Context: an optimization exercise on an open-source flow, tuned for small area, a short achievable clock period and few clock cycles per item. The choices shown serve that exercise and are no tape-out recipe. The RTL was checked by simulation tests, not by an equivalence proof against the original design.

==> design.v <==
module ysyx_041461_DIV(
    input  wire   [0:0]  clk          ,
    input  wire   [0:0]  rst          ,
    input  wire   [0:0]  DIV_valid_in ,
    input  wire   [0:0]  DIV_signed   ,
    input  wire   [0:0]  DIV_divw     ,
    input  wire   [63:0] DIV_dividend ,
    input  wire   [63:0] DIV_divisor  ,
    output reg    [0:0]  DIV_valid_out,
    output wire   [63:0] DIV_quotient ,
    output wire   [63:0] DIV_remainder
);
localparam S_IDLE  = 3'd0;
localparam S_ABS   = 3'd1;
localparam S_LZ    = 3'd2;
localparam S_ALIGN = 3'd3;
localparam S_ITER  = 3'd4;
localparam S_CORR  = 3'd5;
localparam S_FIX   = 3'd6;
localparam S_DONE  = 3'd7;
reg  [2:0]  state;
reg  [64:0] R;       
reg  [63:0] D;       
reg  [63:0] Q;       
reg  [5:0]  cnt;     
reg         rneg;    
reg         dneg;    
reg         w32;     
assign DIV_quotient  = Q;
assign DIV_remainder = R[63:0];
wire        a_sb  = DIV_divw ? DIV_dividend[31] : DIV_dividend[63];
wire        b_sb  = DIV_divw ? DIV_divisor[31]  : DIV_divisor[63];
wire        a_neg = DIV_signed & a_sb;
wire        b_neg = DIV_signed & b_sb;
wire [63:0] a_ext = {DIV_dividend[63:32] & {32{~DIV_divw}}, DIV_dividend[31:0]};
wire [63:0] b_ext = {DIV_divisor[63:32]  & {32{~DIV_divw}}, DIV_divisor[31:0]};
function [2:0] lz4(input [3:0] x);
    lz4 = x[3] ? 3'd0 : x[2] ? 3'd1 : x[1] ? 3'd2 : x[0] ? 3'd3 : 3'd4;
endfunction
function [4:0] lz16(input [15:0] x);
    reg [2:0] a, b, c, d;
    begin
        a = lz4(x[15:12]); b = lz4(x[11:8]); c = lz4(x[7:4]); d = lz4(x[3:0]);
        lz16 = !a[2] ? {3'd0, a[1:0]} : !b[2] ? {3'd1, b[1:0]} :
               !c[2] ? {3'd2, c[1:0]} : !d[2] ? {3'd3, d[1:0]} : 5'd16;
    end
endfunction
function [6:0] lz64(input [63:0] x);
    reg [4:0] a, b, c, d;
    begin
        a = lz16(x[63:48]); b = lz16(x[47:32]); c = lz16(x[31:16]); d = lz16(x[15:0]);
        lz64 = !a[4] ? {3'd0, a[3:0]} : !b[4] ? {3'd1, b[3:0]} :
               !c[4] ? {3'd2, c[3:0]} : !d[4] ? {3'd3, d[3:0]} : 7'd64;
    end
endfunction
function [64:0] add65(input [64:0] a, input [64:0] b, input cin);
    reg [64:0] g, p, G, P;
    integer i, l, j;
    begin
        g = a & b;
        p = a ^ b;
        G = g;
        P = p;
        G[0] = g[0] | (p[0] & cin);
        for (l = 0; l < 7; l = l + 1)
            for (i = 0; i < 65; i = i + 1)
                if ((i >> l) & 1) begin
                    j = ((i >> l) << l) - 1;
                    G[i] = G[i] | (P[i] & G[j]);
                    P[i] = P[i] & P[j];
                end
        add65 = p ^ {G[63:0], cin};
    end
endfunction
wire       need_fix = rneg | dneg;
wire [6:0] lz_r = lz64(R[63:0]);
wire [6:0] lz_d = lz64(D);
wire [5:0] sdiff = lz_d[5:0] - lz_r[5:0];
wire       d_zero = lz_d[6];
wire       s_zero = lz_d == lz_r;
wire       do_lz = (state == S_LZ) | ((state == S_ABS) & ~need_fix);
wire        sub = ~R[64];
wire [64:0] sum = add65(R, {1'b0, D} ^ {65{sub}}, sub);
wire        no_iter = d_zero | sum[64];         
wire [5:0]  step = (cnt[5:4] != 2'd0) ? 6'd16 : (cnt[3:2] != 2'd0) ? 6'd4 : 6'd1;
wire        al_last = cnt == step;
wire [5:0]  shifted = Q[5:0] + step;
always @(posedge clk or posedge rst) begin
    if (rst) begin
        state         <= S_IDLE;
        DIV_valid_out <= 1'b0;
    end
    else begin
        DIV_valid_out <= 1'b0;
        case (state)
            S_IDLE:  if (DIV_valid_in) state <= S_ABS;
            S_ABS,
            S_LZ:    if (state == S_ABS && need_fix) state <= S_LZ;
                     else if (no_iter) begin
                         state <= need_fix ? S_FIX : S_DONE;
                         DIV_valid_out <= ~need_fix;
                     end
                     else state <= s_zero ? S_ITER : S_ALIGN;
            S_ALIGN: if (al_last) state <= S_ITER;
            S_ITER:  if (cnt == 6'd0) begin
                         if (sum[64]) state <= S_CORR;
                         else begin
                             state <= need_fix ? S_FIX : S_DONE;
                             DIV_valid_out <= ~need_fix;
                         end
                     end
            S_CORR:  begin
                         state <= need_fix ? S_FIX : S_DONE;
                         DIV_valid_out <= ~need_fix;
                     end
            S_FIX:   begin state <= S_DONE; DIV_valid_out <= 1'b1; end
            default: state <= S_IDLE;
        endcase
    end
end
always @(posedge clk) begin
    case (state)
        S_IDLE: begin
            R    <= {1'b0, a_ext};
            D    <= b_ext;
            rneg <= a_neg;
            dneg <= b_neg;
            w32  <= DIV_divw;
        end
        S_ABS,
        S_LZ: begin
            if (do_lz) begin
                Q   <= {64{d_zero}};
                cnt <= sdiff;
            end
            else begin
                if (rneg) R <= {1'b0, -{R[63:32] | {32{w32}}, R[31:0]}};
                if (dneg) D <= -{D[63:32] | {32{w32}}, D[31:0]};
            end
        end
        S_ALIGN: begin
            D  <= (step == 6'd16) ? {D[47:0], 16'b0} :
                  (step == 6'd4)  ? {D[59:0], 4'b0}  : {D[62:0], 1'b0};
            Q[5:0] <= al_last ? 6'd0 : shifted;
            cnt    <= al_last ? shifted : cnt - step;
        end
        S_ITER: begin
            R   <= sum;
            Q   <= {Q[62:0], ~sum[64]};
            if (cnt != 6'd0) D <= {1'b0, D[63:1]};
            cnt <= cnt - 6'd1;
        end
        S_CORR: begin
            R   <= sum;
        end
        S_FIX: begin
            if (rneg)        R <= {1'b0, -R[63:0]};
            if (rneg ^ dneg) Q <= -Q;
        end
        default: ;
    endcase
end
endmodule
==> run.sh <==
#!/bin/bash
# synth_recipe.tcl (not shown) runs the flow's synth.tcl, then flattens the netlist and writes it again
# the make line also repeats each setting of config.mk as NAME=value (left out here)
make -C /OpenROAD-flow-scripts/flow DESIGN_CONFIG=/design/flow/config.mk WORK_HOME=/design/flow/orfs CLKGATE_MAP_FILE= SYNTH_SCRIPT=/design/flow/synth_recipe.tcl finish
==> config.mk <==
export PLATFORM = sky130hd
export DESIGN_NAME = ysyx_041461_DIV
export DESIGN_NICKNAME = ysyx_041461_DIV
export VERILOG_FILES = /design/flow/design.v
export SDC_FILE = /design/flow/constraint.sdc
export NUM_CORES = 4
export LEC_CHECK = 0
export CAP_MARGIN = 60
export CORE_MARGIN = 2
export CORE_UTILIZATION = 60
export SETUP_SLACK_MARGIN = 5
export SLEW_MARGIN = 60
==> constraint.sdc <==
create_clock -name core_clock -period 11.0 [get_ports {clk}]
set_input_delay 2.2000 -clock core_clock [delete_from_list [all_inputs] [get_ports {clk}]]
set_output_delay 2.2000 -clock core_clock [all_outputs]
set_load 0.01 [all_outputs]
==> results.tsv, run 1 <==
stage	metric	value	unit
floorplanning	core-area	33700	um^2
clocking	cts_tree	built	
yosys	yosysUniqueCellTypes	79	
clocking	cts_sinks	206	
yosys	ys_ff_latch	206	
global_route	grt_first_pass_wirelength	111000	um
global_route	grtUsageTotal	38.6	%
timing	fin_crit_sh	43.7	%
yosys	yosys.area_share.simple	18.7	%
drt	initialDrtViolationCount	2803	
yosys	ys_seq_area_share	29.9	%
global_route	grt_overflow_total	0	
clocking	cts_buffers	27	
floorplanning	io_pins	262	
outcome	status	timing/DRC/antenna clean	
yosys	syn-num-nets	2689	
timing	clock_skew	0.0140	ns
critical_path	cp-start-kind	flop	
yosys	netlist_top_cells_area	edfxtp_1 29%, xnor2_1 7.6%, ha_1 5.2%, o21ai_0 5.0%, nor2_1 4.1%	
yosys	synth_top_area_share	29.4	%
yosys	synth_xor_area_share	11.4	%
global_route	first_global_vias	19810	
global_route	grt_max_degree	66	
clocking	cts.clk_slew.worst_paths	0.07	ns
critical_path	path_class	reg -> reg	
hold_path	min_from	Q[57]$_DFFE_PP_	
critical_path	cp.required	11.31	ns
hold_path	holdCritPathClass	reg -> reg	
drt	vias	21026	
yosys	postSynthCellCount	2464	
drt	wire_per_inst	23.9	um
drt	first_pass_iters	6	
yosys	post-synth-top-area-cell	edfxtp_1	
timing	hold_viol	0	
floorplanning	rows	67	
timing	slew_violations	0	
timing	fin_crit	4.81	ns
yosys	synthFlopType	edfxtp_1	
timing	holdWs	0.667	ns
clocking	htree_levels	1	
timing	rsz0062_at_grt	false	
timing	tightestPinTransition	0.665	ns
critical_path	crit_start	R[0]$_DFFE_PP_	
timing	max_slew_margin	55.7	%
yosys	synth_common_cells	226 x nor2_1, 207 x o21ai_0, 203 x nand2_1	
critical_path	arrival	5.11	ns
yosys	synth_mux_area_share	1.38	%
yosys	synth.avg_cell_area	8.38	um^2
critical_path	endpoint_kind	flop	
timing	clock.fmax	0.208	GHz
place	place_congestion	0.991	
drt	ant_nets	0	
place	io_buffer_count	261	
floorplanning	die_x	189	um
yosys	synth_top_family_by_area	compound AO/OA/AOI/OAI gates	
global_route	antenna_found_initial	1	
yosys	synth_enable_flop_cells	202	
floorplanning	die_area	35900	um^2
yosys	synth_area	20600	um^2
critical_path	critPathMaxFanout	9	
floorplanning	initial_utilization	61.3	%
cells_and_area	fill_cells	2701	
yosys	yosys_warnings	1	
job	max_cap_viol_count	0	
drt	drt_wl_total	71900	um
clocking	insertion_delay	0.58	ns
clocking	clock_path_buffers	3	
clocking	postCtsSetupBuffers	0	
clocking	cts_hold_buf	0	
cells_and_area	drive_gt1_share	6.37	%
yosys	synthAdderAreaFrac	5.83	%
drt	routed_via_density	6.99	
yosys	synth_compound_area_share	25.6	%
floorplanning	die_h	189	um
critical_path	r2r-start	R[0]$_DFFE_PP_	
clocking	clock-root-buffer	clkbuf_16	
timing	setup_violations	0	
yosys	synth_most_common_cell	nor2_1	
cells_and_area	n_antenna_cell	0	
cells_and_area	area_growth	17.1	%
place	place_hpwl	50600	um
clocking	cts_resized	0	
yosys	async_flop_share	1.94	%
timing	timing.setup.tns	0	ns
cells_and_area	fin_nets	2764	
drt	drc_errors	0	
## through the flow
step	std cells	setup slack [ns]	util (%)	area, um^2
floorplan	2464	6.26	-	20700
finish	3008	6.19	71.7	24200
detailed placement	2953	6.35	68.7	23100
global placement	2942	5.88	67.9	22900
CTS	3003	6.33	71.3	24000
global route	3008	5.96	71.7	24200
## cell type report
type	count	area, um^2	share of cell area (%)
multi-input combinational	1930	13300	54.9
sequential	206	6170	25.5
timing repair buffer	305	3030	12.5
clock buffer	37	733	3.03
tap	448	561	2.32
inverter	69	259	1.07
clock inverter	13	158	0.652
## kinds of logic (layout without fill, tap and decap cells)
family / Yosys count / after routing
flops: 206 / 206
compound gates: 768 / 768
buf+inv: 328 / 424
simple gates: 773 / 773
mux: 28 / 28
fa+ha+maj: 92 / 92
xor+xnor: 269 / 269
## per-layer routing
| layer | wire, um | global-route usage, % | part of all wire (%) |
|---|---|---|---|
| met1 | 27100 | 51.2 | 38 |
| met2 | 32000 | 60.0 | 44 |
| met3 | 8570 | 7.10 | 12 |
| met4 | 4240 | 20.6 | 5.9 |
| met5 | 8 | 0 | 0.011 |
## cell usage in the layout (no fill, tap or decap), types with 12 or more instances in the layout
master	count
clkdlybuf4s50_1	261
nor2_1	217
o21ai_0	205
edfxtp_1	202
nand2_1	198
xnor2_1	179
a21oi_1	123
xor2_1	90
ha_1	85
nor3_1	74
inv_1	66
a221o_1	56
a311oi_1	48
a22oi_1	46
a221oi_1	43
or3_1	38
nand3_1	34
nor4_1	33
o211ai_1	30
or4_1	29
buf_4	28
clkbuf_16	27
o221ai_1	26
o21bai_1	26
mux2i_1	24
o31ai_1	22
nand2b_1	20
a21o_1	20
nor2b_1	16
nand4_1	16
a211oi_1	13
or2_2	12
## state kept, by name, indices dropped and copies added, names as in the netlist
signal and count:
R 65, D 64, Q 64, cnt 6, state 3, DIV_valid_out 1, dneg 1, rneg 1
w32 1
## path summary, 6_finish.rpt
path / slack (ns) / cells past startpoint / endpoint
worst max-delay path: 6.19 / 20 / cnt[5]$_DFFE_PP_
worst min-delay path: 0.67 / 2 / Q[58]$_DFFE_PP_
worst max register to register: 6.19 / 20 / cnt[5]$_DFFE_PP_
worst min register to register: 0.67 / 2 / Q[58]$_DFFE_PP_
max in group asynchronous: 8.92 / 2 / state[2]$_DFFE_PP0P_
min in group asynchronous: 1.92 / 2 / state[2]$_DFFE_PP0P_
## critical path, cell delays in order, from the launching register on
cell and delay (ns):
edfxtp_1 0.62, inv_1 0.15, ha_1 0.26, ha_1 0.22, nor4_1 0.17, nor3_1 0.07
nor3_1 0.26, nor3_1 0.08, o31ai_1 0.39, a32oi_1 0.28, o32ai_1 0.24, a22o_1 0.28
inv_1 0.06, ha_1 0.28, nor2b_1 0.14, o21ai_0 0.20, nand2b_1 0.14, a21o_1 0.19
a21oi_1 0.17, xnor2_1 0.17, o221ai_1 0.14
Testbench counts, summed over its fixed seeds: cycles 20,075, items 1,600.
==> run 2, diff against run 1 <==
--- a/config.mk
+++ b/config.mk
@@ -6,7 +6,7 @@
 export NUM_CORES = 4
 export LEC_CHECK = 0
-export CAP_MARGIN = 60
+export CAP_MARGIN = 70
 export CORE_MARGIN = 2
 export CORE_UTILIZATION = 60
 export SETUP_SLACK_MARGIN = 5
-export SLEW_MARGIN = 60
+export SLEW_MARGIN = 70
==> run 2 against run 1 <==
Effect of this change:
- still clean
- non-clock buffer count up 73
- global-route usage is 0.53 points higher
- critical path depth shrank 1
- die area stayed put
- worst hold slack better by 0.0076 ns
- critical path type unchanged
- highest routed layer is now met4
==> results.tsv, run 2 <==
stage	metric	value	unit
timing	setup_violations	0	
cells_and_area	fill_cells	2579	
global_route	grt_first_pass_wirelength	112000	um
drt	first_pass_iters	9	
clocking	clock_path_buffers	3	
floorplanning	die_h	189	um
timing	max_slew_margin	65.8	%
yosys	ys_seq_area_share	29.9	%
cells_and_area	n_antenna_cell	0	
yosys	synth_most_common_cell	nor2_1	
floorplanning	core-area	33700	um^2
yosys	synth.avg_cell_area	8.38	um^2
critical_path	cpLargestDelayFamily	compound AO/OA/AOI/OAI gates	
yosys	synthFlopType	edfxtp_1	
timing	holdWs	0.674	ns
yosys	yosys_warnings	1	
floorplanning	io_pins	262	
drt	initialDrtViolationCount	2757	
global_route	grt_overflow_total	0	
clocking	cts_sinks	206	
timing	tightestPinTransition	0.508	ns
critical_path	r2r_cells	19	
critical_path	worstPathCellList	buf_2 -> inv_1 -> ha_1 -> ha_1 -> nor2b_1 -> nand4_1 -> and2_1 -> a32oi_1 -> o32ai_1 -> a22o_1 -> inv_1 -> ha_1 -> nor2b_1 -> o21ai_0 -> nand2b_1 -> a21o_1 -> a21oi_1 -> xnor2_1 -> o221ai_1	
cells_and_area	final_area	24900	um^2
clocking	cts_resized	0	
global_route	first_global_vias	20119	
timing	setup_ws	6.29	ns
place	place_congestion	0.991	
drt	ant_nets	0	
yosys	syn-num-nets	2689	
timing	rsz0062_at_grt	false	
yosys	post-synth-top-area-cell	edfxtp_1	
job	max_cap_viol_count	0	
clocking	cts_tree	built	
place	io_buffer_count	261	
floorplanning	rows	67	
critical_path	slowest_stage	edfxtp_1	
yosys	ys_ff_latch	206	
drt	wire_per_inst	23.9	um
yosys	async_flop_share	1.94	%
clocking	htree_levels	1	
cells_and_area	largestRegisters	R (65), D (64), Q (64)	
critical_path	cpPeakStageDelay	0.48	ns
outcome	status	timing/DRC/antenna clean	
drt	drt_wl_total	73600	um
clocking	cts.clk_slew.worst_paths	0.07	ns
clocking	cts_hold_buf	0	
timing	fin_crit	4.71	ns
timing	clock.fmax	0.212	GHz
critical_path	arrival	5.02	ns
drt	vias	21442	
cells_and_area	top_register	R	
cells_and_area	largest_reg_flops	65	
timing	slew_violations	0	
drt	routed_via_density	6.96	
critical_path	crit_top_cell	ha_1	
global_route	grt_max_degree	61	
cells_and_area	area_growth	20.8	%
cells_and_area	drive_gt1_share	10.3	%
timing	hold_viol	0	
yosys	synth_common_cells	226 x nor2_1, 207 x o21ai_0, 203 x nand2_1	
critical_path	path_buf_inv	3	
yosys	postSynthCellCount	2464	
global_route	antenna_found_initial	0	
critical_path	cp-start-kind	flop	
critical_path	cp.required	11.31	ns
place	pre_cts_ws	6.35	ns
yosys	yosysUniqueCellTypes	79	
floorplanning	die_x	189	um
yosys	synth_top_area_share	29.4	%
place	place_hpwl	52300	um
timing	clock_skew	0.0180	ns
global_route	grtUsageTotal	39.1	%
floorplanning	die_area	35900	um^2
hold_path	hold_path_depth	1	
yosys	synth_enable_flop_cells	202	
timing	fin_crit_sh	42.8	%
critical_path	crit_cells	19	
cells_and_area	final_cell_mix	261 x clkdlybuf4s50_1, 211 x nor2_1, 202 x edfxtp_1, 202 x o21ai_0, 198 x nand2_1	
cells_and_area	final_common_cell	clkdlybuf4s50_1	
clocking	insertion_delay	0.57	ns
critical_path	path_class	reg -> reg	
yosys	synth_area	20600	um^2
clocking	clock-root-buffer	clkbuf_16	
floorplanning	initial_utilization	61.3	%
critical_path	endpoint_kind	flop	
critical_path	critPathMaxFanout	5	
place	placed_cell_area	23800	um^2
cells_and_area	fin_nets	2836	
yosys	netlist_top_cells_area	edfxtp_1 29%, xnor2_1 7.6%, ha_1 5.2%, o21ai_0 5.0%, nor2_1 4.1%	
clocking	postCtsSetupBuffers	0	
timing	timing.setup.tns	0	ns
hold_path	holdCritPathClass	reg -> reg	
drt	drc_errors	0	
clocking	cts_buffers	26	
run 2: cell families (layout without fill, tap and decap cells):
group	after synthesis	after routing	synth area share, %
flops	206	206	29.9
compound gates	768	768	25.6
buf+inv	328	495	7.22
simple gates	773	773	18.7
fa+ha+maj	92	92	5.83
xor+xnor	269	269	11.4
mux	28	28	1.38
run 2: layout make-up:
| class | instances | area, um^2 | share of cell area, % |
|---|---|---|---|
| Clock buffer | 27 | 654 | 2.62 |
| Clock inverter | 21 | 190 | 0.763 |
| Inverter | 69 | 262 | 1.05 |
| Multi-Input combinational cell | 1930 | 13600 | 54.4 |
| Sequential cell | 206 | 6170 | 24.7 |
| Tap cell | 448 | 561 | 2.25 |
| Timing Repair Buffer | 378 | 3530 | 14.2 |
run 2: metal layers:
| layer | part of all wire, % | track usage (%) |
|---|---|---|
| met2 | 45 | 62.0 |
| met3 | 11 | 6.51 |
| met4 | 6.0 | 19.6 |
| met5 | 0 | 0 |
| met1 | 38 | 51.9 |
run 2: path summary, 6_finish.rpt:
check	slack, ns	endpoint	start
hold / removal	0.67	Q[32]$_DFFE_PP_	Q[31]$_DFFE_PP_
min in group asynchronous	1.92	state[1]$_DFFE_PP0P_	rst[0]
setup reg to reg	6.29	cnt[5]$_DFFE_PP_	R[0]$_DFFE_PP_
max in group asynchronous	8.92	state[2]$_DFFE_PP0P_	rst[0]
setup / recovery	6.29	cnt[5]$_DFFE_PP_	R[0]$_DFFE_PP_
hold reg to reg	0.67	Q[32]$_DFFE_PP_	Q[31]$_DFFE_PP_
run 2: through the flow:
stage                     instances  util [%]
final                          3079      74.0
after global routing           3079      74.0
after detailed placement       3012      70.5
after global placement         2942      67.9
after CTS                      3060      73.0
after floorplan                2464         -
==> run 3, diff against run 2 <==
--- a/config.mk
+++ b/config.mk
@@ -6,7 +6,8 @@
 export NUM_CORES = 4
 export LEC_CHECK = 0
-export CAP_MARGIN = 70
+export CAP_MARGIN = 60
 export CORE_MARGIN = 2
-export CORE_UTILIZATION = 60
+export CORE_UTILIZATION = 70
+export PLACE_DENSITY = 0.75
 export SETUP_SLACK_MARGIN = 5
-export SLEW_MARGIN = 70
+export SLEW_MARGIN = 60
==> run 3 against run 2 <==
Effect of this change:
- clock-buffer cell count increased by 4
- first-iteration DRC count increased by 55%
- final cell count decreased by 4.6%
- wire length increased by 2.2%
- fmax decreased by 2.1%
- non-clock buffer count decreased by 76
- critical endpoint unchanged
- flip-flop and latch count unchanged
==> results.tsv, run 3 <==
stage	metric	value	unit
cells_and_area	fin_nets	2760	
critical_path	endpoint_kind	flop	
clocking	cts_hold_buf	0	
critical_path	slowest_stage	edfxtp_1	
yosys	synth_top_area_share	29.4	%
place	io_buffer_count	261	
critical_path	cpLargestDelayFamily	compound AO/OA/AOI/OAI gates	
cells_and_area	fill_cells	1792	
yosys	yosys_warnings	1	
timing	holdWs	0.659	ns
floorplanning	io_pins	262	
drt	drc_errors	0	
yosys	synth_enable_flop_cells	202	
global_route	grt_first_pass_wirelength	116000	um
timing	rsz0062_at_grt	false	
cells_and_area	final_common_cell	clkdlybuf4s50_1	
drt	initialDrtViolationCount	4261	
yosys	synth_area	20600	um^2
clocking	cts.clk_slew.worst_paths	0.07	ns
yosys	synth_common_cells	226 x nor2_1, 207 x o21ai_0, 203 x nand2_1	
timing	clock_skew	0.0270	ns
global_route	first_global_vias	21223	
timing	slew_violations	0	
drt	ant_nets	0	
cells_and_area	top_register	R	
critical_path	cp.required	11.29	ns
yosys	ys_seq_area_share	29.9	%
yosys	netlist_top_cells_area	edfxtp_1 29%, xnor2_1 7.6%, ha_1 5.2%, o21ai_0 5.0%, nor2_1 4.1%	
floorplanning	die_area	30900	um^2
critical_path	cpPeakStageDelay	0.59	ns
drt	vias	22361	
clocking	htree_levels	1	
critical_path	path_class	reg -> reg	
timing	setup_ws	6.19	ns
timing	setup_violations	0	
clocking	cts_resized	0	
yosys	post-synth-top-area-cell	edfxtp_1	
hold_path	holdCritPathClass	reg -> reg	
drt	first_pass_iters	17	
place	place_congestion	1.02	
drt	wire_per_inst	25.6	um
clocking	postCtsSetupBuffers	0	
drt	routed_via_density	7.61	
timing	timing.setup.tns	0	ns
cells_and_area	largestRegisters	R (65), D (64), Q (64)	
yosys	postSynthCellCount	2464	
floorplanning	rows	62	
clocking	cts_buffers	26	
critical_path	path_buf_inv	2	
clocking	clock_path_buffers	3	
cells_and_area	area_growth	16.2	%
timing	fin_crit	4.81	ns
timing	clock.fmax	0.208	GHz
outcome	status	timing/DRC/antenna clean	
cells_and_area	final_cell_mix	261 x clkdlybuf4s50_1, 217 x nor2_1, 205 x o21ai_0	
global_route	grt_max_degree	95	
timing	hold_viol	0	
cells_and_area	n_antenna_cell	0	
global_route	grtUsageTotal	46.6	%
timing	max_slew_margin	57.8	%
clocking	clock-root-buffer	clkbuf_16	
place	place_hpwl	50700	um
timing	fin_crit_sh	43.7	%
drt	drt_wl_total	75200	um
floorplanning	die_x	176	um
floorplanning	die_h	176	um
global_route	grt_overflow_total	0	
job	max_cap_viol_count	0	
critical_path	worstPathCellList	inv_1 -> ha_1 -> ha_1 -> nor4_1 -> nor3_1 -> nor3_1 -> nor3_1 -> o31ai_1 -> a32oi_1 -> o32ai_1 -> a22o_1 -> inv_1 -> ha_1 -> nor2b_1 -> o21ai_0 -> nand2b_1 -> a21o_1 -> a21oi_1 -> xnor2_1 -> o221ai_1	
yosys	ys_ff_latch	206	
cells_and_area	largest_reg_flops	65	
yosys	yosysUniqueCellTypes	79	
place	pre_cts_ws	6.60	ns
yosys	syn-num-nets	2689	
yosys	synth_most_common_cell	nor2_1	
timing	tightestPinTransition	0.627	ns
critical_path	arrival	5.10	ns
global_route	antenna_found_initial	0	
floorplanning	core-area	28900	um^2
critical_path	critPathMaxFanout	9	
yosys	synth.avg_cell_area	8.38	um^2
floorplanning	initial_utilization	71.5	%
yosys	synthFlopType	edfxtp_1	
yosys	async_flop_share	1.94	%
clocking	cts_tree	built	
critical_path	cp-start-kind	flop	
cells_and_area	drive_gt1_share	6.15	%
clocking	insertion_delay	0.57	ns
clocking	cts_sinks	206	
[run 3: per-stage QoR]
stage	instances	util, %	instance area (um^2)
2_1_floorplan	2464	-	20700
6_report	2937	83.2	24000
3_5_place_dp	2882	79.8	23000
3_3_place_gp	2878	79.0	22800
4_1_cts	2928	82.3	23800
5_1_grt	2937	83.2	24000
[run 3: final cells by class]
class                           instances  area (um^2)  share of cell area (%)
Clock buffer                           31          669                    2.79
Timing Repair Buffer                  302         3090                    12.9
Inverter                               69          259                    1.08
Multi-Input combinational cell       1930        13300                    55.2
Clock inverter                         15         77.6                   0.323
Tap cell                              384          480                    2.00
Sequential cell                       206         6170                    25.7
[run 3: worst register-to-register path, cell delays in order (launching register included)]
cell and delay, ns:
edfxtp_1 0.59, inv_1 0.16, ha_1 0.27, ha_1 0.22, nor4_1 0.18, nor3_1 0.08, nor3_1 0.18, nor3_1 0.09
o31ai_1 0.48, a32oi_1 0.28, o32ai_1 0.22, a22o_1 0.28, inv_1 0.07, ha_1 0.29, nor2b_1 0.13, o21ai_0 0.15
nand2b_1 0.12, a21o_1 0.19, a21oi_1 0.21, xnor2_1 0.19, o221ai_1 0.15
[run 3: cell families (layout without fill, tap and decap cells)]
group / Yosys count / in the layout / synth area share [%]
AO/OA/AOI/OAI: 768 / 768 / 25.6
XOR/XNOR: 269 / 269 / 11.4
adder cells (fa/ha/maj): 92 / 92 / 5.83
buffers and inverters: 328 / 417 / 7.22
flip-flops: 206 / 206 / 29.9
multiplexers: 28 / 28 / 1.38
AND/OR/NAND/NOR: 773 / 773 / 18.7
[run 3: metal layers]
layer  vias up  part of all wire (%)  GRT usage [%]
met5         -                     0              0
met4         0                   7.8           27.3
met3       589                    15           12.5
met2      2295                    44           73.5
met1     10090                    33           57.7
li1       9387                     -              -
[run 3: path summary, 6_finish.rpt]
path,slack [ns],cells after the start,endpoint,from
max in group asynchronous,8.89,2,state[2]$_DFFE_PP0P_,rst[0]
hold / removal,0.66,2,Q[58]$_DFFE_PP_,Q[57]$_DFFE_PP_
setup reg to reg,6.19,20,cnt[5]$_DFFE_PP_,R[0]$_DFFE_PP_
hold reg to reg,0.66,2,Q[58]$_DFFE_PP_,Q[57]$_DFFE_PP_
setup / recovery,6.19,20,cnt[5]$_DFFE_PP_,R[0]$_DFFE_PP_
min in group asynchronous,1.93,2,DIV_valid_out$_DFF_PP0_,rst[0]
==> run 4, diff against run 3 <==
--- a/config.mk
+++ b/config.mk
@@ -6,8 +6,8 @@
 export NUM_CORES = 4
 export LEC_CHECK = 0
-export CAP_MARGIN = 60
+export CAP_MARGIN = 50
 export CORE_MARGIN = 2
 export CORE_UTILIZATION = 70
 export PLACE_DENSITY = 0.75
 export SETUP_SLACK_MARGIN = 5
-export SLEW_MARGIN = 60
+export SLEW_MARGIN = 50
==> run 4 against run 3 <==
Effect of this change:
- global-route usage is 0.82 points lower
- via count shrank 0.97%
- worst hold slack better by 0.0087 ns
- design area shrank 1.4%
- clock skew shrank 0.0043 ns
- critical path depth down 3
- critical endpoint is now state[1]$_DFFE_PP0P_
- highest routed layer unchanged
==> results.tsv, run 4 <==
stage	metric	value	unit
place	place_hpwl	49800	um
yosys	post-synth-top-area-cell	edfxtp_1	
critical_path	r2r_end	state[1]$_DFFE_PP0P_	
cells_and_area	drive_gt1_share	5.00	%
critical_path	critPathMaxFanout	9	
yosys	synth.avg_cell_area	8.38	um^2
drt	first_pass_iters	10	
hold_path	holdCritPathClass	reg -> reg	
global_route	grt_first_pass_wirelength	114000	um
clocking	postCtsSetupBuffers	0	
hold_path	min_from	Q[31]$_DFFE_PP_	
critical_path	cpPeakStageDelay	0.59	ns
yosys	synth_top_family_by_area	compound AO/OA/AOI/OAI gates	
timing	hold_viol	0	
cells_and_area	fin_nets	2748	
critical_path	path_buf_inv	1	
global_route	grt_max_degree	106	
yosys	synth_top_area_share	29.4	%
critical_path	slowest_stage	edfxtp_1	
timing	timing.setup.tns	0	ns
clocking	cts_hold_buf	0	
critical_path	endpoint_kind	flop	
drt	drc_errors	0	
yosys	ys_ff_latch	206	
clocking	clock-root-buffer	clkbuf_16	
drt	ant_nets	0	
drt	vias	22143	
yosys	postSynthCellCount	2464	
critical_path	r2r-start	R[0]$_DFFE_PP_	
clocking	cts_buffers	25	
timing	fin_crit_sh	42.5	%
drt	wire_per_inst	25.3	um
critical_path	worstPathCellList	inv_1 -> ha_1 -> ha_1 -> nor2b_1 -> o21ai_0 -> a21oi_1 -> o21ai_0 -> a21oi_1 -> o21ai_0 -> a21oi_1 -> o31ai_1 -> nand3_1 -> ha_1 -> and3_1 -> o2111ai_1 -> o41ai_1 -> o221ai_1	
yosys	synth_common_cells	226 x nor2_1, 207 x o21ai_0, 203 x nand2_1	
yosys	synthFlopType	edfxtp_1	
critical_path	r2r_cells	17	
global_route	grtUsageTotal	45.8	%
yosys	synth_compound_area_share	25.6	%
cells_and_area	area_growth	14.6	%
timing	clock_skew	0.0227	ns
yosys	yosys.area_share.simple	18.7	%
timing	max_slew_margin	48.2	%
critical_path	arrival	5.09	ns
critical_path	cp-start-kind	flop	
floorplanning	core-area	28900	um^2
clocking	insertion_delay	0.58	ns
floorplanning	initial_utilization	71.5	%
clocking	cts_sinks	206	
floorplanning	die_h	176	um
clocking	cts_tree	built	
cells_and_area	final_cell_mix	261 x clkdlybuf4s50_1, 218 x nor2_1, 205 x o21ai_0	
hold_path	hold_path_end	Q[32]$_DFFE_PP_	
clocking	clock_path_buffers	3	
timing	rsz0062_at_grt	false	
floorplanning	die_area	30900	um^2
timing	clock.fmax	0.214	GHz
place	io_buffer_count	261	
drt	routed_via_density	7.57	
yosys	ys_seq_area_share	29.9	%
cells_and_area	largest_reg_flops	65	
outcome	status	timing/DRC/antenna clean	
drt	initialDrtViolationCount	4355	
cells_and_area	largestRegisters	R (65), D (64), Q (64)	
floorplanning	io_pins	262	
yosys	async_flop_share	1.94	%
critical_path	regToRegSetupSlack	6.33	ns
global_route	antenna_found_initial	0	
cells_and_area	top_register	R	
place	place_congestion	1.02	
yosys	synthAdderAreaFrac	5.83	%
yosys	yosys_warnings	1	
timing	setup_violations	0	
clocking	htree_levels	1	
floorplanning	rows	62	
clocking	cts_resized	0	
critical_path	cp.required	11.42	ns
global_route	grt_overflow_total	0	
yosys	synth_most_common_cell	nor2_1	
yosys	syn-num-nets	2689	
cells_and_area	final_common_cell	clkdlybuf4s50_1	
cells_and_area	n_antenna_cell	0	
timing	holdWs	0.667	ns
yosys	synth_mux_area_share	1.38	%
timing	slew_violations	0	
yosys	synth_xor_area_share	11.4	%
yosys	synth_area	20600	um^2
yosys	synth_enable_flop_cells	202	
yosys	netlist_top_cells_area	edfxtp_1 29%, xnor2_1 7.6%, ha_1 5.2%, o21ai_0 5.0%, nor2_1 4.1%	
drt	drt_wl_total	74000	um
timing	tightestPinTransition	0.770	ns
hold_path	hold_path_depth	1	
job	max_cap_viol_count	0	
yosys	yosysUniqueCellTypes	79	
timing	fin_crit	4.67	ns
clocking	cts.clk_slew.worst_paths	0.06	ns
floorplanning	die_x	176	um
global_route	first_global_vias	20802	
critical_path	cpLargestDelayFamily	compound AO/OA/AOI/OAI gates	
critical_path	path_class	reg -> reg	
[run 4: cell counts after synthesis]
No cell type changed its count.
[run 4: metrics by stage]
stage / util, % / instances / cell area (um^2) / setup slack [ns]
2_1_floorplan: - / 2464 / 20700 / 6.26
3_3_place_gp: 79.0 / 2878 / 22800 / 6.38
3_5_place_dp: 79.2 / 2878 / 22900 / 6.52
4_1_cts: 81.7 / 2922 / 23600 / 6.50
5_1_grt: 82.0 / 2924 / 23700 / 6.18
6_report: 82.0 / 2924 / 23700 / 6.33
[run 4: worst reg2reg max path: cells and delay by family (launching register included)]
kind	cells	cell delay, ns
flip-flops	1	0.59
buffers and inverters	1	0.16
AND/OR/NAND/NOR	3	0.56
AO/OA/AOI/OAI	10	2.33
adder cells (fa/ha/maj)	3	0.90
[run 4: how the worst max path moves through the flow]
stage                                    start                    to  slack [ns]  depth (start not counted)
after detailed placement       R[64]$_DFFE_PP_       R[50]$_DFFE_PP_        6.52                         12
after global routing           R[64]$_DFFE_PP_       R[50]$_DFFE_PP_        6.18                         12
after CTS                      R[64]$_DFFE_PP_  state[1]$_DFFE_PP0P_        6.50                         12
final                           R[0]$_DFFE_PP_  state[1]$_DFFE_PP0P_        6.33                         17
after floorplan           state[0]$_DFFE_PP0P_        R[0]$_DFFE_PP_        6.26                          5
after global placement    state[1]$_DFFE_PP0P_       R[35]$_DFFE_PP_        6.38                         10
[run 4: logic make-up after synthesis]
kind of cell | after synthesis
mux | 28
simple gates | 773
xor+xnor | 269
buf+inv | 328
fa+ha+maj | 92
compound gates | 768
flops | 206
[run 4: area by class of cell]
| class | count | area [um^2] |
|---|---|---|
| clock buffers | 36 | 677 |
| clock inverters | 8 | 50.0 |
| fillers | 1894 | 5190 |
| inverters | 69 | 259 |
| multi-input cells | 1930 | 13100 |
| flip-flops and latches | 206 | 6170 |
| well taps | 384 | 480 |
| repair buffers | 291 | 2890 |
[run 4: per-layer routing]
layer | up-vias | wire length [um] | global-route usage (%)
li1 | 9350 | - | -
met4 | 0 | 5330 | 24.7
met5 | - | 0 | 0
met3 | 539 | 11200 | 11.0
met2 | 2202 | 32400 | 72.3
met1 | 10052 | 25000 | 58.3
==> run 5, diff against run 4 <==
--- a/config.mk
+++ b/config.mk
@@ -6,8 +6,8 @@
 export NUM_CORES = 4
 export LEC_CHECK = 0
-export CAP_MARGIN = 50
+export CAP_MARGIN = 60
 export CORE_MARGIN = 2
-export CORE_UTILIZATION = 70
-export PLACE_DENSITY = 0.75
+export CORE_UTILIZATION = 65
+export PLACE_DENSITY = 0.7
 export SETUP_SLACK_MARGIN = 5
-export SLEW_MARGIN = 50
+export SLEW_MARGIN = 60
==> run 5 against run 4 <==
Effect of this change:
- still clean on timing, DRC and antenna
- global-route usage shrank 3.6 points
- setup slack lost 0.15 ns
- die area grew 7.5%
- critical path depth grew 2
- worst hold slack lost 0.012 ns
- critical path type unchanged
- largest cell class unchanged
==> results.tsv, run 5 <==
stage	metric	value	unit
critical_path	endpoint_kind	flop	
floorplanning	die_h	182	um
global_route	grt_first_pass_wirelength	112000	um
yosys	synth.avg_cell_area	8.38	um^2
yosys	postSynthCellCount	2464	
drt	vias	21483	
floorplanning	die_x	182	um
floorplanning	rows	65	
yosys	ys_ff_latch	206	
yosys	netlist_top_cells_area	edfxtp_1 29%, xnor2_1 7.6%, ha_1 5.2%, o21ai_0 5.0%, nor2_1 4.1%	
drt	routed_via_density	7.26	
critical_path	r2r_end	cnt[5]$_DFFE_PP_	
clocking	clock-root-buffer	clkbuf_16	
drt	drt_wl_total	73200	um
yosys	yosysUniqueCellTypes	79	
critical_path	cp-start-kind	flop	
global_route	grt_overflow_total	0	
clocking	cts.clk_slew.worst_paths	0.06	ns
clocking	htree_levels	1	
timing	timing.setup.tns	0	ns
clocking	cts_tree	built	
critical_path	slowest_stage	edfxtp_1	
critical_path	crit_start	D[0]$_DFFE_PP_	
drt	first_pass_iters	10	
critical_path	arrival	5.09	ns
drt	ant_nets	0	
cells_and_area	drive_gt1_share	6.45	%
timing	slew_violations	0	
timing	hold_viol	0	
global_route	first_global_vias	20064	
global_route	grt_max_degree	66	
drt	wire_per_inst	24.7	um
timing	rsz0062_at_grt	false	
clocking	postCtsSetupBuffers	0	
place	placed_cell_area	23100	um^2
floorplanning	io_pins	262	
place	io_buffer_count	261	
clocking	insertion_delay	0.57	ns
cells_and_area	fin_cells	2961	
yosys	synthFlopType	edfxtp_1	
cells_and_area	final_area	24200	um^2
cells_and_area	fill_cells	2271	
yosys	syn-num-nets	2689	
floorplanning	die_area	33200	um^2
critical_path	critPathMaxFanout	12	
cells_and_area	n_antenna_cell	0	
drt	drc_errors	0	
cells_and_area	seq_area	6170	um^2
cells_and_area	multi_input_area	13300	um^2
yosys	synth_enable_flop_cells	202	
cells_and_area	final_cell_mix	261 x clkdlybuf4s50_1, 217 x nor2_1, 205 x o21ai_0	
critical_path	crit_path_end	cnt[5]$_DFFE_PP_	
critical_path	worstPathCellList	inv_1 -> ha_1 -> ha_1 -> nor2b_1 -> nand2b_1 -> nand2_1 -> a31oi_1 -> o21ai_0 -> a21oi_1 -> o21ai_0 -> a21oi_1 -> a211oi_1 -> ha_1 -> o21ai_0 -> nand2b_1 -> a21o_1 -> a21oi_1 -> xnor2_1 -> o221ai_1	
hold_path	holdCritPathClass	reg -> reg	
cells_and_area	final_core_util	77.0	%
timing	clock_skew	0.0190	ns
cells_and_area	largestRegisters	R (65), D (64), Q (64)	
yosys	yosys_warnings	1	
cells_and_area	area_growth	17.0	%
yosys	synth_top_area_share	29.4	%
cells_and_area	final_common_cell	clkdlybuf4s50_1	
drt	initialDrtViolationCount	3540	
yosys	ys_seq_area_share	29.9	%
clocking	cts_sinks	206	
cells_and_area	top_register	R	
critical_path	r2r-start	D[0]$_DFFE_PP_	
critical_path	cp.required	11.27	ns
yosys	synth_area	20600	um^2
yosys	async_flop_share	1.94	%
critical_path	r2r_cells	19	
cells_and_area	fin_nets	2766	
place	place_inst	2908	
critical_path	path_class	reg -> reg	
global_route	grtUsageTotal	42.2	%
clocking	cts_buffers	26	
yosys	synth_common_cells	226 x nor2_1, 207 x o21ai_0, 203 x nand2_1	
timing	tightestPinTransition	0.640	ns
yosys	synth_most_common_cell	nor2_1	
timing	clock.fmax	0.207	GHz
timing	fin_crit	4.82	ns
floorplanning	initial_utilization	65.8	%
clocking	cts_hold_buf	0	
critical_path	cpPeakStageDelay	0.68	ns
place	place_congestion	1.04	
critical_path	regToRegSetupSlack	6.18	ns
timing	max_slew_margin	57.3	%
place	place_hpwl	50600	um
job	max_cap_viol_count	0	
cells_and_area	largest_reg_flops	65	
timing	setup_violations	0	
floorplanning	core-area	31400	um^2
outcome	status	timing/DRC/antenna clean	
timing	fin_crit_sh	43.9	%
global_route	antenna_found_initial	1	
clocking	cts_resized	0	
clocking	clock_path_buffers	3	
yosys	post-synth-top-area-cell	edfxtp_1	
## run 5: cell counts after synthesis
Identical to the previous run, type by type.
## run 5: how the worst min path moves through the flow
| stage | from | endpoint | depth (start not counted) |
|---|---|---|---|
| after detailed placement | Q[62]$_DFFE_PP_ | Q[63]$_DFFE_PP_ | 2 |
| after CTS | Q[57]$_DFFE_PP_ | Q[58]$_DFFE_PP_ | 2 |
| final | Q[62]$_DFFE_PP_ | Q[63]$_DFFE_PP_ | 2 |
| after global routing | Q[43]$_DFFE_PP_ | Q[44]$_DFFE_PP_ | 1 |
| after floorplan | state[1]$_DFFE_PP0P_ | state[1]$_DFFE_PP0P_ | 3 |
| after global placement | Q[57]$_DFFE_PP_ | Q[58]$_DFFE_PP_ | 2 |
## run 5: routing by layer
layer,vias up,share of wire [%],track usage (%)
met1,9995,37,55.7
met2,1737,45,66.3
met4,2,6.2,22.5
met5,-,0.015,0
li1,9399,-,-
met3,350,12,7.58
## run 5: final cells by class
class,count,share of cell area (%)
inverters,69,1.07
flip-flops and latches,206,25.5
clock buffers,30,2.84
well taps,402,2.08
clock inverters,16,0.953
repair buffers,308,12.6
multi-input cells,1930,54.9
## run 5: logic make-up after synthesis
family          after synthesis  share of synthesized area, %
simple gates                773                          18.7
compound gates              768                          25.6
buf+inv                     328                          7.22
xor+xnor                    269                          11.4
flops                       206                          29.9
fa+ha+maj                    92                          5.83
mux                          28                          1.38
## run 5: critical path, delay by kind of cell (launching register included)
family | cells | cell delay (ns)
DFF | 1 | 0.68
AOI/OAI and AO/OA | 10 | 2.10
adders and majority gates | 3 | 0.88
xor gates and xnor gates | 1 | 0.17
and+or+nand+nor | 4 | 0.53
buffers and inverters | 1 | 0.17
## run 5: metrics by stage
step	hold WS, ns	setup WS (ns)
floorplan	0.613	6.26
global placement	0.631	5.89
detailed placement	0.635	6.51
CTS	0.657	6.39
global route	0.680	5.88
finish	0.655	6.18
==> run 6, diff against run 5 <==
--- a/design.v
+++ b/design.v
@@ -83,5 +83,6 @@
 wire [64:0] sum = add65(R, {1'b0, D} ^ {65{sub}}, sub);
 wire        no_iter = d_zero | sum[64];         
-wire [5:0]  step = (cnt[5:4] != 2'd0) ? 6'd16 : (cnt[3:2] != 2'd0) ? 6'd4 : 6'd1;
+wire [5:0]  step = (cnt >= 6'd23) ? 6'd23 : (cnt >= 6'd7) ? 6'd7 :
+                   (cnt >= 6'd3)  ? 6'd3  : 6'd1;
 wire        al_last = cnt == step;
 wire [5:0]  shifted = Q[5:0] + step;
@@ -140,6 +141,7 @@
         end
         S_ALIGN: begin
-            D  <= (step == 6'd16) ? {D[47:0], 16'b0} :
-                  (step == 6'd4)  ? {D[59:0], 4'b0}  : {D[62:0], 1'b0};
+            D  <= (step == 6'd23) ? {D[40:0], 23'b0} :
+                  (step == 6'd7)  ? {D[56:0], 7'b0}  :
+                  (step == 6'd3)  ? {D[60:0], 3'b0}  : {D[62:0], 1'b0};
             Q[5:0] <= al_last ? 6'd0 : shifted;
             cnt    <= al_last ? shifted : cnt - step;
--- a/config.mk
+++ b/config.mk
@@ -8,6 +8,5 @@
 export CAP_MARGIN = 60
 export CORE_MARGIN = 2
-export CORE_UTILIZATION = 65
-export PLACE_DENSITY = 0.7
+export CORE_UTILIZATION = 60
 export SETUP_SLACK_MARGIN = 5
 export SLEW_MARGIN = 60
==> run 6 against run 5 <==
Effect of this change:
- still clean
- design area is 2.2% higher
- sequential share of layout area down 0.54 points
- area after synthesis increased by 2.2%
- clock skew grew 0.0011 ns
- synthesized cell count grew 5.0%
==> results.tsv, run 6 <==
stage	metric	value	unit
floorplanning	die_x	192	um
cells_and_area	drive_gt1_share	6.22	%
timing	setup_violations	0	
clocking	cts_sinks	206	
critical_path	path_buf_inv	2	
critical_path	path_class	reg -> reg	
job	max_cap_viol_count	0	
clocking	cts_tree	built	
floorplanning	initial_utilization	61.1	%
cells_and_area	final_area	24700	um^2
clocking	cts_hold_buf	0	
timing	clock_skew	0.0202	ns
critical_path	slowest_stage	edfxtp_1	
critical_path	arrival	5.33	ns
critical_path	cpLargestDelayFamily	compound AO/OA/AOI/OAI gates	
critical_path	cp.required	11.46	ns
place	placed_cell_area	23700	um^2
global_route	grt_first_pass_wirelength	118000	um
outcome	status	timing/DRC/antenna clean	
drt	routed_via_density	7.07	
critical_path	endpoint_kind	flop	
clocking	cts.clk_slew.worst_paths	0.06	ns
timing	slew_violations	0	
yosys	synth.avg_cell_area	8.15	um^2
drt	drt_wl_total	77500	um
drt	initialDrtViolationCount	3384	
place	io_buffer_count	261	
floorplanning	die_h	192	um
drt	drc_errors	0	
yosys	yosys_warnings	1	
cells_and_area	top_register	R	
yosys	synth_most_common_cell	nand2_1	
timing	fin_crit_sh	44.3	%
cells_and_area	final_cell_mix	261 x clkdlybuf4s50_1, 239 x nand2_1, 234 x a21oi_1	
clocking	postCtsSetupBuffers	0	
yosys	synth_area	21100	um^2
yosys	ys_seq_area_share	29.2	%
place	place_hpwl	53600	um
global_route	antenna_found_initial	0	
global_route	grtUsageTotal	40.9	%
timing	hold_viol	0	
yosys	yosysUniqueCellTypes	86	
floorplanning	rows	68	
cells_and_area	largest_reg_flops	65	
global_route	grt_overflow_total	0	
clocking	insertion_delay	0.57	ns
yosys	synth_common_cells	243 x nand2_1, 237 x o21ai_0, 236 x a21oi_1	
cells_and_area	fin_nets	2911	
cells_and_area	area_growth	17.0	%
timing	clock.fmax	0.205	GHz
clocking	clock_path_buffers	3	
floorplanning	core-area	34500	um^2
critical_path	worstPathCellList	buf_4 -> clkbuf_8 -> o21ai_0 -> fa_1 -> a211o_1 -> a21oi_1 -> o2bb2ai_1 -> a32o_1 -> o211a_1 -> o2111ai_1 -> a41o_1 -> nor3_1 -> a311oi_1	
yosys	post-synth-top-area-cell	edfxtp_1	
cells_and_area	multi_input_area	13700	um^2
cells_and_area	final_common_cell	clkdlybuf4s50_1	
clocking	cts_resized	0	
yosys	synth_enable_flop_cells	202	
yosys	syn-num-nets	2817	
floorplanning	die_area	36700	um^2
timing	rsz0062_at_grt	false	
drt	vias	22298	
global_route	grt_max_degree	90	
cells_and_area	largestRegisters	R (65), D (64), Q (64)	
cells_and_area	seq_area	6170	um^2
critical_path	critPathMaxFanout	52	
yosys	postSynthCellCount	2588	
global_route	first_global_vias	20974	
cells_and_area	final_core_util	71.5	%
drt	ant_nets	0	
clocking	clock-root-buffer	clkbuf_16	
yosys	synth_top_area_share	28.8	%
clocking	htree_levels	1	
clocking	cts_buffers	26	
timing	max_slew_margin	59.4	%
timing	tightestPinTransition	0.604	ns
yosys	async_flop_share	1.94	%
hold_path	holdCritPathClass	reg -> reg	
yosys	ys_ff_latch	206	
yosys	synthFlopType	edfxtp_1	
place	place_congestion	0.986	
critical_path	cpPeakStageDelay	0.53	ns
drt	wire_per_inst	24.6	um
timing	fin_crit	4.87	ns
cells_and_area	fill_cells	2737	
yosys	netlist_top_cells_area	edfxtp_1 29%, xnor2_1 7.6%, o21ai_0 5.6%, a21oi_1 5.6%, ha_1 5.2%	
floorplanning	io_pins	262	
cells_and_area	n_antenna_cell	0	
drt	first_pass_iters	8	
critical_path	cp-start-kind	flop	
timing	timing.setup.tns	0	ns
==> run 6: cell count changes after synthesis, moves of 19 or more <==
cell / delta
a221o_1: -30
a31oi_1: +29
o21ai_0: +30
a311oi_1: -46
a21oi_1: +112
nor2_1: -39
and3_1: +19
a221oi_1: +33
nand2_1: +40
==> run 6: cell families (layout without fill, tap and decap cells) <==
group / after synthesis / in the layout / synth area share, %
AOI/OAI and AO/OA: 865 / 865 / 26.3
xor gates and xnor gates: 281 / 281 / 11.7
adders and majority gates: 100 / 100 / 6.20
buffers and inverters: 322 / 434 / 6.98
DFF: 206 / 206 / 29.2
muxes: 19 / 19 / 0.908
and+or+nand+nor: 795 / 795 / 18.7
==> run 6: tightest hold or removal path, delay by kind of cell, from the launching register on <==
| family | cells | cell delay, ns |
|---|---|---|
| DFF | 1 | 0.41 |
| AOI/OAI and AO/OA | 2 | 0.15 |
==> run 6: path summary, 6_finish.rpt <==
| path | from | endpoint | slack [ns] | cells after the start |
|---|---|---|---|---|
| setup / recovery | R[64]$_DFFE_PP_ | state[2]$_DFFE_PP0P_ | 6.13 | 13 |
| hold / removal | Q[47]$_DFFE_PP_ | Q[48]$_DFFE_PP_ | 0.67 | 2 |
| setup reg to reg | R[64]$_DFFE_PP_ | state[2]$_DFFE_PP0P_ | 6.13 | 13 |
| hold reg to reg | Q[47]$_DFFE_PP_ | Q[48]$_DFFE_PP_ | 0.67 | 2 |
| max in group asynchronous | rst[0] | state[2]$_DFFE_PP0P_ | 8.92 | 2 |
| min in group asynchronous | rst[0] | DIV_valid_out$_DFF_PP0_ | 1.89 | 2 |
==> run 6: cell type report <==
class                      instances  area share [%]
multi-input combinational       2060            55.6
clock buffer                      36            2.79
timing repair buffer             323            13.0
clock inverter                    10           0.345
inverter                          65           0.993
tap                              455            2.31
sequential                       206            25.0
==> run 6: metal layers <==
layer / track usage [%] / wire length (um)
met5: 0 / 48
met3: 10.4 / 10600
met1: 54.5 / 29100
met4: 19.7 / 4290
met2: 62.0 / 33500
==> run 6: through the flow <==
stage | hold WS (ns) | setup WS [ns] | std cells
global placement | 0.629 | 6.03 | 3081
detailed placement | 0.643 | 6.18 | 3094
global route | 0.686 | 5.86 | 3155
finish | 0.668 | 6.13 | 3155
floorplan | 0.662 | 5.11 | 2588
CTS | 0.661 | 6.15 | 3140
Testbench counts of run 6, summed over its fixed seeds: cycles 19,601, items 1,600.
==> run 7, diff against run 6 <==
--- a/config.mk
+++ b/config.mk
@@ -8,5 +8,6 @@
 export CAP_MARGIN = 60
 export CORE_MARGIN = 2
-export CORE_UTILIZATION = 60
+export CORE_UTILIZATION = 70
+export PLACE_DENSITY = 0.75
 export SETUP_SLACK_MARGIN = 5
 export SLEW_MARGIN = 60
==> run 7 against run 6 <==
Effect of this change:
- die area fell by 14%
- first-iteration DRC count up 72%
- design area is 0.52% higher
- still clean on timing, DRC and antenna
- sequential share of layout area down 0.13 points
- non-clock buffer count up 4
- highest routed layer unchanged
- area after synthesis unchanged
- worst hold slack better by 0.019 ns
- wire length up 11%
- flip-flop and latch count unchanged
- clock skew is 0.032 ns higher
==> results.tsv, run 7 <==
stage	metric	value	unit
cells_and_area	fin_cells	3093	
place	io_buffer_count	261	
drt	first_pass_iters	17	
cells_and_area	drive_gt1_share	6.88	%
yosys	post-synth-top-area-cell	edfxtp_1	
global_route	grt_first_pass_wirelength	125000	um
clocking	cts_sinks	206	
global_route	grt_overflow_total	0	
critical_path	regToRegSetupSlack	5.97	ns
yosys	postSynthCellCount	2588	
place	placed_cell_area	23700	um^2
critical_path	cp-start-kind	flop	
floorplanning	core-area	29600	um^2
drt	vias	24419	
yosys	async_flop_share	1.94	%
yosys	synth_enable_flop_cells	202	
critical_path	endpoint_kind	flop	
clocking	clock-root-buffer	clkbuf_16	
cells_and_area	largest_reg_flops	65	
cells_and_area	n_antenna_cell	0	
yosys	synthFlopType	edfxtp_1	
cells_and_area	top_register	R	
clocking	insertion_delay	0.61	ns
cells_and_area	final_core_util	83.7	%
cells_and_area	area_growth	17.6	%
cells_and_area	final_cell_mix	261 x clkdlybuf4s50_1, 237 x nand2_1, 234 x a21oi_1, 234 x o21ai_0, 202 x edfxtp_1	
critical_path	arrival	5.38	ns
clocking	cts_resized	0	
drt	initialDrtViolationCount	5834	
global_route	grt_max_degree	90	
yosys	yosys_warnings	1	
critical_path	cp.required	11.35	ns
critical_path	r2r_end	cnt[5]$_DFFE_PP_	
drt	wire_per_inst	27.7	um
critical_path	r2r-start	R[0]$_DFFE_PP_	
global_route	grtUsageTotal	50.0	%
place	place_congestion	0.992	
drt	ant_nets	0	
clocking	clock_path_buffers	3	
yosys	synth.avg_cell_area	8.15	um^2
timing	clock_skew	0.0519	ns
yosys	netlist_top_cells_area	edfxtp_1 29%, xnor2_1 7.6%, o21ai_0 5.6%, a21oi_1 5.6%, ha_1 5.2%	
global_route	antenna_found_initial	2	
timing	setup_ws	5.97	ns
cells_and_area	final_common_cell	clkdlybuf4s50_1	
yosys	yosysUniqueCellTypes	86	
hold_path	holdCritPathClass	reg -> reg	
critical_path	path_class	reg -> reg	
yosys	ys_ff_latch	206	
timing	setup_violations	0	
floorplanning	die_x	178	um
critical_path	r2r_cells	21	
clocking	cts_hold_buf	0	
timing	max_slew_margin	47.5	%
job	max_cap_viol_count	0	
cells_and_area	fin_nets	2914	
timing	hold_viol	0	
floorplanning	initial_utilization	71.2	%
yosys	ys_seq_area_share	29.2	%
hold_path	hold_path_end	Q[48]$_DFFE_PP_	
place	place_hpwl	54600	um
cells_and_area	final_area	24800	um^2
floorplanning	rows	63	
hold_path	min_from	Q[47]$_DFFE_PP_	
floorplanning	io_pins	262	
place	place_inst	3026	
yosys	synth_top_area_share	28.8	%
yosys	synth_area	21100	um^2
timing	tightestPinTransition	0.780	ns
floorplanning	die_area	31500	um^2
timing	clock.fmax	0.199	GHz
global_route	first_global_vias	22631	
timing	fin_crit	5.04	ns
clocking	postCtsSetupBuffers	0	
cells_and_area	largestRegisters	R (65), D (64), Q (64)	
yosys	synth_common_cells	243 x nand2_1, 237 x o21ai_0, 236 x a21oi_1	
place	pre_cts_ws	6.17	ns
outcome	status	timing/DRC/antenna clean	
timing	fin_crit_sh	45.8	%
timing	timing.setup.tns	0	ns
drt	routed_via_density	7.89	
floorplanning	die_h	178	um
yosys	synth_most_common_cell	nand2_1	
drt	drt_wl_total	85700	um
hold_path	hold_path_depth	2	
clocking	cts_buffers	25	
critical_path	critPathMaxFanout	8	
clocking	htree_levels	1	
clocking	cts.clk_slew.worst_paths	0.08	ns
drt	drc_errors	0	
timing	slew_violations	0	
clocking	cts_tree	built	
timing	rsz0062_at_grt	false	
yosys	syn-num-nets	2817	
## run 7: per-stage QoR
stage | hold slack (ns)
floorplan | 0.662
global placement | 0.619
detailed placement | 0.655
CTS | 0.672
global route | 0.715
finish | 0.687
## run 7: layout make-up
type / count / area (um^2)
Clock buffer: 29 / 641
Clock inverter: 16 / 166
Fill cell: 1773 / 4820
Inverter: 65 / 246
Multi-Input combinational cell: 2060 / 13800
Sequential cell: 206 / 6170
Tap cell: 390 / 488
Timing Repair Buffer: 327 / 3310
## run 7: worst max-delay path: stages, from the launching register on
cell	delay [ns]
edfxtp_1	0.50
inv_1	0.17
ha_1	0.24
ha_1	0.22
nor4_1	0.27
nor3_1	0.13
o31a_1	0.26
o31ai_1	0.41
a31oi_1	0.25
o2bb2ai_1	0.28
a22o_1	0.30
inv_1	0.08
ha_1	0.29
nor2b_1	0.14
o21ai_0	0.14
nand2b_1	0.11
a21o_1	0.19
a21oi_1	0.17
xnor2_1	0.26
a21oi_1	0.14
o22ai_1	0.18
a21oi_1	0.06
## run 7: routing by layer
| layer | vias to the layer above | wire, um | part of all wire (%) | global-route usage, % |
|---|---|---|---|---|
| met5 | - | 45 | 0.053 | 0 |
| met2 | 2795 | 35600 | 42 | 75.8 |
| met4 | 4 | 8290 | 9.7 | 31.2 |
| li1 | 9833 | - | - | - |
| met1 | 10900 | 27300 | 32 | 62.3 |
| met3 | 887 | 14400 | 17 | 15.1 |
## run 7: worst max-delay path by stage
stage / from / to / cells after the start
global route: R[0]$_DFFE_PP_ / cnt[5]$_DFFE_PP_ / 21
detailed placement: R[0]$_DFFE_PP_ / cnt[5]$_DFFE_PP_ / 21
finish: R[0]$_DFFE_PP_ / cnt[5]$_DFFE_PP_ / 21
CTS: R[0]$_DFFE_PP_ / cnt[5]$_DFFE_PP_ / 21
global placement: R[64]$_DFFE_PP_ / state[0]$_DFFE_PP0P_ / 12
floorplan: state[2]$_DFFE_PP0P_ / Q[0]$_DFFE_PP_ / 5
## run 7: cell families after synthesis
| family | share of synthesized area (%) |
|---|---|
| buffers and inverters | 6.98 |
| and+or+nand+nor | 18.7 |
| xor gates and xnor gates | 11.7 |
| AOI/OAI and AO/OA | 26.3 |
| DFF | 29.2 |
| adders and majority gates | 6.20 |
| muxes | 0.908 |
==> run 8, diff against run 7 <==
--- a/design.v
+++ b/design.v
@@ -27,4 +27,5 @@
 reg         dneg;    
 reg         w32;     
+reg         sgl;     
 assign DIV_quotient  = Q;
 assign DIV_remainder = R[63:0];
@@ -80,6 +81,7 @@
 wire       s_zero = lz_d == lz_r;
 wire       do_lz = (state == S_LZ) | ((state == S_ABS) & ~need_fix);
-wire        sub = ~R[64];
-wire [64:0] sum = add65(R, {1'b0, D} ^ {65{sub}}, sub);
+wire        sub  = ~R[64];
+wire        subl = ~sgl;
+wire [64:0] sum = add65(R, {1'b0, D} ^ {{33{sub}}, {32{subl}}}, subl);
 wire        no_iter = d_zero | sum[64];         
 wire [5:0]  step = (cnt >= 6'd23) ? 6'd23 : (cnt >= 6'd7) ? 6'd7 :
@@ -121,4 +123,5 @@
 end
 always @(posedge clk) begin
+    sgl <= ((state == S_ITER) | (state == S_CORR)) & sum[64];
     case (state)
         S_IDLE: begin
==> run 8 against run 7 <==
Effect of this change:
- sequential share of layout area up 0.69 points
- first-iteration DRC count is 9.1% lower
- still clean on timing, DRC and antenna
- core utilization is 0.19 points higher
- non-clock buffer count fell by 29
- via count is 7.1% lower
- critical path depth shrank 2
- design area is 2.4% lower
- register-to-register slack better by 0.09 ns
- wire length shrank 8.3%
==> results.tsv, run 8 <==
stage	metric	value	unit
global_route	grt_first_pass_wirelength	117000	um
floorplanning	io_pins	262	
global_route	antenna_found_initial	5	
drt	drc_errors	0	
timing	setup_violations	0	
global_route	first_global_vias	20891	
clocking	clock_path_buffers	3	
global_route	grt_max_degree	94	
yosys	synth_top_area_share	29.4	%
outcome	status	timing/DRC/antenna clean	
yosys	netlist_top_cells_area	edfxtp_1 29%, xnor2_1 8.4%, ha_1 5.3%, o21ai_0 4.8%, nand2_1 4.0%	
place	place_hpwl	52500	um
yosys	synth_common_cells	222 x nand2_1, 202 x edfxtp_1, 199 x o21ai_0	
drt	drt_wl_total	78600	um
floorplanning	initial_utilization	71.5	%
cells_and_area	largest_reg_flops	65	
cells_and_area	fill_cells	1712	
timing	fin_crit	4.94	ns
cells_and_area	area_growth	17.4	%
floorplanning	die_h	176	um
yosys	synth_most_common_cell	nand2_1	
clocking	cts_buffers	25	
critical_path	endpoint_kind	flop	
clocking	htree_levels	1	
critical_path	critPathMaxFanout	13	
drt	initialDrtViolationCount	5304	
clocking	cts.clk_slew.worst_paths	0.06	ns
global_route	grt_overflow_total	0	
timing	clock.fmax	0.202	GHz
drt	routed_via_density	7.71	
yosys	syn-num-nets	2698	
critical_path	path_class	reg -> reg	
job	max_cap_viol_count	0	
drt	first_pass_iters	14	
yosys	yosysUniqueCellTypes	78	
yosys	synthFlopType	edfxtp_1	
yosys	synth_area	20600	um^2
cells_and_area	final_cell_mix	261 x clkdlybuf4s50_1, 217 x nand2_1, 202 x edfxtp_1	
yosys	synth.avg_cell_area	8.35	um^2
cells_and_area	drive_gt1_share	6.69	%
timing	hold_viol	0	
drt	wire_per_inst	26.7	um
place	io_buffer_count	261	
## run 8: cell count changes in the layout (fill, tap and decap cells not counted), sizes merged, moves of 18 or more
cell / previous run / this run
a21oi: 236 / 164
o21ai: 238 / 200
buf: 66 / 35
a221o: 26 / 55
a31oi: 39 / 11
nand2: 243 / 223
xor2: 97 / 78
and3: 26 / 8
## run 8: worst paths after layout
| check | start | to | slack, ns | depth (start not counted) |
|---|---|---|---|---|
| setup / recovery | D[0]$_DFFE_PP_ | cnt[5]$_DFFE_PP_ | 6.06 | 19 |
| hold reg to reg | Q[31]$_DFFE_PP_ | Q[32]$_DFFE_PP_ | 0.68 | 1 |
| hold / removal | Q[31]$_DFFE_PP_ | Q[32]$_DFFE_PP_ | 0.68 | 1 |
| min in group asynchronous | rst[0] | DIV_valid_out$_DFF_PP0_ | 1.94 | 2 |
| max in group asynchronous | rst[0] | state[1]$_DFFE_PP0P_ | 8.90 | 2 |
| setup reg to reg | D[0]$_DFFE_PP_ | cnt[5]$_DFFE_PP_ | 6.06 | 19 |
## run 8: worst max-delay path, cell delays in order (launching register included)
cell      delay [ns]
edfxtp_1        0.64
inv_1           0.15
ha_1            0.28
ha_1            0.23
nor2b_1         0.17
o21ai_0         0.19
a21oi_1         0.08
o21ai_0         0.76
a21oi_1         0.17
o21ai_0         0.26
a31o_2          0.20
and3_1          0.20
ha_1            0.29
o21ai_0         0.11
nand2b_1        0.12
a21o_1          0.19
a21oi_1         0.17
xnor2_1         0.15
xnor2_1         0.14
o221ai_1        0.14
## run 8: layout make-up
type                    count  area share, %
multi-input cells        1934           55.1
flip-flops and latches    207           25.5
repair buffers            298           12.4
clock buffers              26           2.60
inverters                  72           1.12
clock inverters            20           1.27
diodes                      1         0.0103
well taps                 384           1.98
## run 8: logic make-up after synthesis
kind of cell | Yosys count | synth area share, %
compound gates | 796 | 26.3
xor+xnor | 275 | 11.7
fa+ha+maj | 99 | 6.30
buf+inv | 328 | 7.21
simple gates | 746 | 17.6
flops | 207 | 30.0
mux | 18 | 0.892
## run 8: layer usage
layer  part of all wire, %  wire length (um)  global-route usage, %
met4                   7.6              5990                   23.3
met1                    34             26400                   60.8
met3                    16             12900                   15.2
met5                  0.13               102                      0
met2                    42             33200                   73.8
## run 8: per-stage QoR
step	hold slack, ns	instances	worst slack [ns]	cell area (um^2)
after floorplan	0.637	2469	5.79	20600
after global placement	0.636	2883	6.44	22800
after detailed placement	0.653	2892	6.39	23100
after CTS	0.669	2938	6.36	24000
after global routing	0.695	2941	5.91	24200
final	0.677	2942	6.06	24200
Testbench counts of run 8, summed over its fixed seeds: cycles 19,601, items 1,600.
